This is an optimization exercise on Yosys and OpenROAD, whose aim is small area, not a production implementation.
Only simulation tests tie the RTL to the original design; equivalence was not proved.

## JK
==> module snn_top, before the edit <==
module snn_top #(
parameter ACT_PER_ADDR = 1,
parameter BW_PER_ACT = 1
)
(
    input                  clk,           
    input                  srstn,         
    input                  encode_input,  
    input                  en_compute_FC1,  
    input                  en_compute_FC2,  
    output sram_wen_a,
    output sram_wen_b,
    output [20:0] sram_addr_a,
    output [9:0] sram_addr_b,
    input [ACT_PER_ADDR*BW_PER_ACT-1:0] sram_rdata_a,
    input [ACT_PER_ADDR*BW_PER_ACT-1:0] sram_rdata_b,
    output [ACT_PER_ADDR*BW_PER_ACT-1:0] sram_wdata_a,
    output [ACT_PER_ADDR*BW_PER_ACT-1:0] sram_wdata_b,
    input [17:0]                              sram_raddr_weight,  
    input [7:0]                               sram_rdata_weight,  
    output                                    en_compute_FC1_finish,
    output                                    en_compute_FC2_finish
);
localparam NW = 99;             
reg  [6*NW-1:0] ring;           
wire [5:0] r_out1 = ring[6*98 +: 6];    
wire [5:0] r_out2 = ring[6*8 +: 6];     
wire       b6_out2 = ring[6*17];        
reg        done1;               
reg        done2;
reg        fc2_go;              
reg [9:0]  i;                   
reg [11:0] z;                   
reg [8:0]  b;                   
reg [3:0]  m;                   
reg        wen_b_r;
reg        d;                   
reg signed [17:0] acc;
wire l2     = done1;
wire active = l2 ? (fc2_go & ~done2) : en_compute_FC1;
wire last   = active & (l2 ? (i == 10'd99) : (i == 10'd783));
wire gate = l2 ? sram_rdata_a[0] : encode_input;
wire signed [17:0] wg = gate ? {{10{sram_rdata_weight[7]}}, sram_rdata_weight} : 18'sd0;
wire signed [17:0] s = acc + wg;
wire spike = l2 ? (s >= 18'sd182) : (s >= 18'sd136);
wire low   = (s <= 18'sd1);
wire [6:0] nv = spike ? (l2 ? 7'd91 : 7'd68) : (low ? 7'd0 : s[7:1]);
wire t0n = ~srstn | (l2 ? (b <= 9'd9) : (z <= 12'd99));
wire [5:0] fb  = l2 ? r_out2 : r_out1;
wire       fb6 = l2 ? b6_out2 : sram_rdata_a[0];
wire [6:0] init = t0n ? 7'd0 : {fb6, fb};
wire load = ~srstn | ~active | last;
always @(posedge clk)
    acc <= load ? {11'd0, init} : s;
wire [5:0] r0_in  = last ? nv[5:0] : fb;
wire       r9_in  = l2 ? (last ? nv[6] : b6_out2) : ring[6*8];
always @(posedge clk)
begin
    ring <= {ring[6*NW-7:6*8+1], r9_in, ring[6*8-1:0], r0_in};
    if (last)
        d <= l2 ? spike : nv[6];
end
always @(posedge clk)
begin
    if (!srstn)
    begin
        done1 <= 0;
        done2 <= 0;
        fc2_go <= 0;
        i <= 0;
        z <= 0;
        b <= 1;
        m <= 0;
        wen_b_r <= 1;
    end
    else
    begin
        fc2_go <= en_compute_FC2;
        i <= (active & ~last) ? i + 10'd1 : 10'd0;
        wen_b_r <= ~(last & l2);
        if (!l2)
        begin
            if (active && i == 10'd1)
            begin
                z <= z + 12'd1;
                if (z == 12'd3500)
                    done1 <= 1;
            end
        end
        else
        begin
            if (!en_compute_FC2)
                z <= 12'd1;
            else if (!done2)
                z <= z + ((i == 10'd98 && !(m[3] && m[0])) ? 12'hF9D : 12'd1);   
            if (last)
                m <= (m[3] && m[0]) ? 4'd0 : m + 4'd1;
            if (!wen_b_r)
            begin
                b <= b + 9'd1;
                if (b == 9'd350)
                    done2 <= 1;
            end
        end
    end
end
wire wr_spk = (i == 10'd0) & (z != 12'd0);
wire wr_b6  = (i == 10'd1) & (z != 12'd0) & (z <= 12'd3400);
assign sram_wen_a   = ~(~done1 & (wr_spk | wr_b6));
assign sram_addr_a  = {9'd0, z + (((i == 10'd1) & ~done1) ? 12'd99 : 12'd0)};
assign sram_wdata_a = d & (i[0] | (ring[5:0] == 6'd4));    
assign sram_wen_b   = wen_b_r;
assign sram_addr_b  = {1'b0, b};
assign sram_wdata_b = d;
assign en_compute_FC1_finish = done1;
assign en_compute_FC2_finish = done2;
endmodule
==> flow/config.mk <==
export PLATFORM = sky130hd
export DESIGN_NAME = snn_top
export DESIGN_NICKNAME = snn_top
export VERILOG_FILES = /design/flow/design.v
export SDC_FILE = /design/flow/constraint.sdc
export NUM_CORES = 4
export LEC_CHECK = 0
export CAP_MARGIN = 20
export CORE_MARGIN = 2
export CORE_UTILIZATION = 40
export SLEW_MARGIN = 20
==> flow/constraint.sdc <==
create_clock -name core_clock -period 14.0 [get_ports {clk}]
set_input_delay 2.8000 -clock core_clock [delete_from_list [all_inputs] [get_ports {clk}]]
set_output_delay 2.8000 -clock core_clock [all_outputs]
set_load 0.01 [all_outputs]
run.sh (not shown) runs the stock make flow with config.mk's settings and CLKGATE_MAP_FILE= SYNTH_SCRIPT=/design/flow/synth_recipe.tcl, a recipe that flattens the netlist after the stock synthesis.
In summary, JK completed successfully, with a layout that passed the timing, DRC and antenna checks.
> inputs changed (JK -> MS)
diff --git a/flow/design.v b/flow/design.v
--- a/flow/design.v
+++ b/flow/design.v
@@ -20,14 +20,13 @@
     input [7:0]                               sram_rdata_weight,  
     output                                    en_compute_FC1_finish,
     output                                    en_compute_FC2_finish
 );
 localparam NW = 99;             
-reg  [6*NW-1:0] ring;           
-wire [5:0] r_out1 = ring[6*98 +: 6];    
-wire [5:0] r_out2 = ring[6*8 +: 6];     
-wire       b6_out2 = ring[6*17];        
+reg  [7*NW-1:0] ring;           
+wire [6:0] r_out1 = ring[7*98 +: 7];    
+wire [6:0] r_out2 = ring[7*8 +: 7];     
 reg        done1;               
 reg        done2;
 reg        fc2_go;              
 reg [9:0]  i;                   
 reg [11:0] z;                   
@@ -44,23 +43,21 @@
 wire signed [17:0] s = acc + wg;
 wire spike = l2 ? (s >= 18'sd182) : (s >= 18'sd136);
 wire low   = (s <= 18'sd1);
 wire [6:0] nv = spike ? (l2 ? 7'd91 : 7'd68) : (low ? 7'd0 : s[7:1]);
 wire t0n = ~srstn | (l2 ? (b <= 9'd9) : (z <= 12'd99));
-wire [5:0] fb  = l2 ? r_out2 : r_out1;
-wire       fb6 = l2 ? b6_out2 : sram_rdata_a[0];
-wire [6:0] init = t0n ? 7'd0 : {fb6, fb};
+wire [6:0] fb  = l2 ? r_out2 : r_out1;
+wire [6:0] init = t0n ? 7'd0 : fb;
 wire load = ~srstn | ~active | last;
 always @(posedge clk)
     acc <= load ? {11'd0, init} : s;
-wire [5:0] r0_in  = last ? nv[5:0] : fb;
-wire       r9_in  = l2 ? (last ? nv[6] : b6_out2) : ring[6*8];
+wire [6:0] r0_in  = last ? nv : fb;
 always @(posedge clk)
 begin
-    ring <= {ring[6*NW-7:6*8+1], r9_in, ring[6*8-1:0], r0_in};
+    ring <= {ring[7*NW-8:0], r0_in};
     if (last)
-        d <= l2 ? spike : nv[6];
+        d <= spike;
 end
 always @(posedge clk)
 begin
     if (!srstn)
     begin
@@ -102,15 +99,13 @@
                     done2 <= 1;
             end
         end
     end
 end
-wire wr_spk = (i == 10'd0) & (z != 12'd0);
-wire wr_b6  = (i == 10'd1) & (z != 12'd0) & (z <= 12'd3400);
-assign sram_wen_a   = ~(~done1 & (wr_spk | wr_b6));
-assign sram_addr_a  = {9'd0, z + (((i == 10'd1) & ~done1) ? 12'd99 : 12'd0)};
-assign sram_wdata_a = d & (i[0] | (ring[5:0] == 6'd4));    
+assign sram_wen_a   = ~(~done1 & (i == 10'd0) & (z != 12'd0));
+assign sram_addr_a  = {9'd0, z};
+assign sram_wdata_a = d;
 assign sram_wen_b   = wen_b_r;
 assign sram_addr_b  = {1'b0, b};
 assign sram_wdata_b = d;
 assign en_compute_FC1_finish = done1;
 assign en_compute_FC2_finish = done2;
==> comparison <==
MS: no failed stages, no open violations at the end. JK: flow completed, timing, DRC and antenna clean. Looking at post-synthesis share of cell area spent on and, or, nand and nor gates across JK and MS, the one that comes out lower is MS. Cell count: MS higher than JK. Changes observed in MS relative to JK: total met2 wirelength after detailed routing now larger; largest net degree at the start of global routing now smaller. MS vs. JK: actual slew at the worst max-slew pin rose 0.076 ns, number of unique standard cell types used by synthesis fell 19. Higher highest cell delay on the worst timing path among JK and MS: JK. Between MS and JK, the placer congestion estimate does not differ in any meaningful way. MS vs JK — count of cell instances traversed by the critical path dropped 1.

[separate check: timing with driven ports]
Ports are ideal in the flow. The routed layouts listed here were re-timed in OpenROAD.
Step 1, drivers: a clkbuf_16 drives clk and a buf_2 each remaining input, both assumed.
Step 2 also shifts input and output timing later by t, the mid clock arrival at the registers, as if the neighbouring blocks saw the same clock.
Slacks: ideal / step 1 / step 2; pairs: ideal / step 1.
run | t (ns) | slack for setup (ns) | worst setup path after step 2
JK | 0.622 | 6.935 / 6.887 / 6.882 | input to register
MS | 0.611 | 7.785 / 7.809 / 7.198 | input to register
After both steps setup and hold are still met in every run listed. For MS, which loses most, drivers alone change the setup slack by +0.024 ns; drivers and shift together by -0.587 ns.
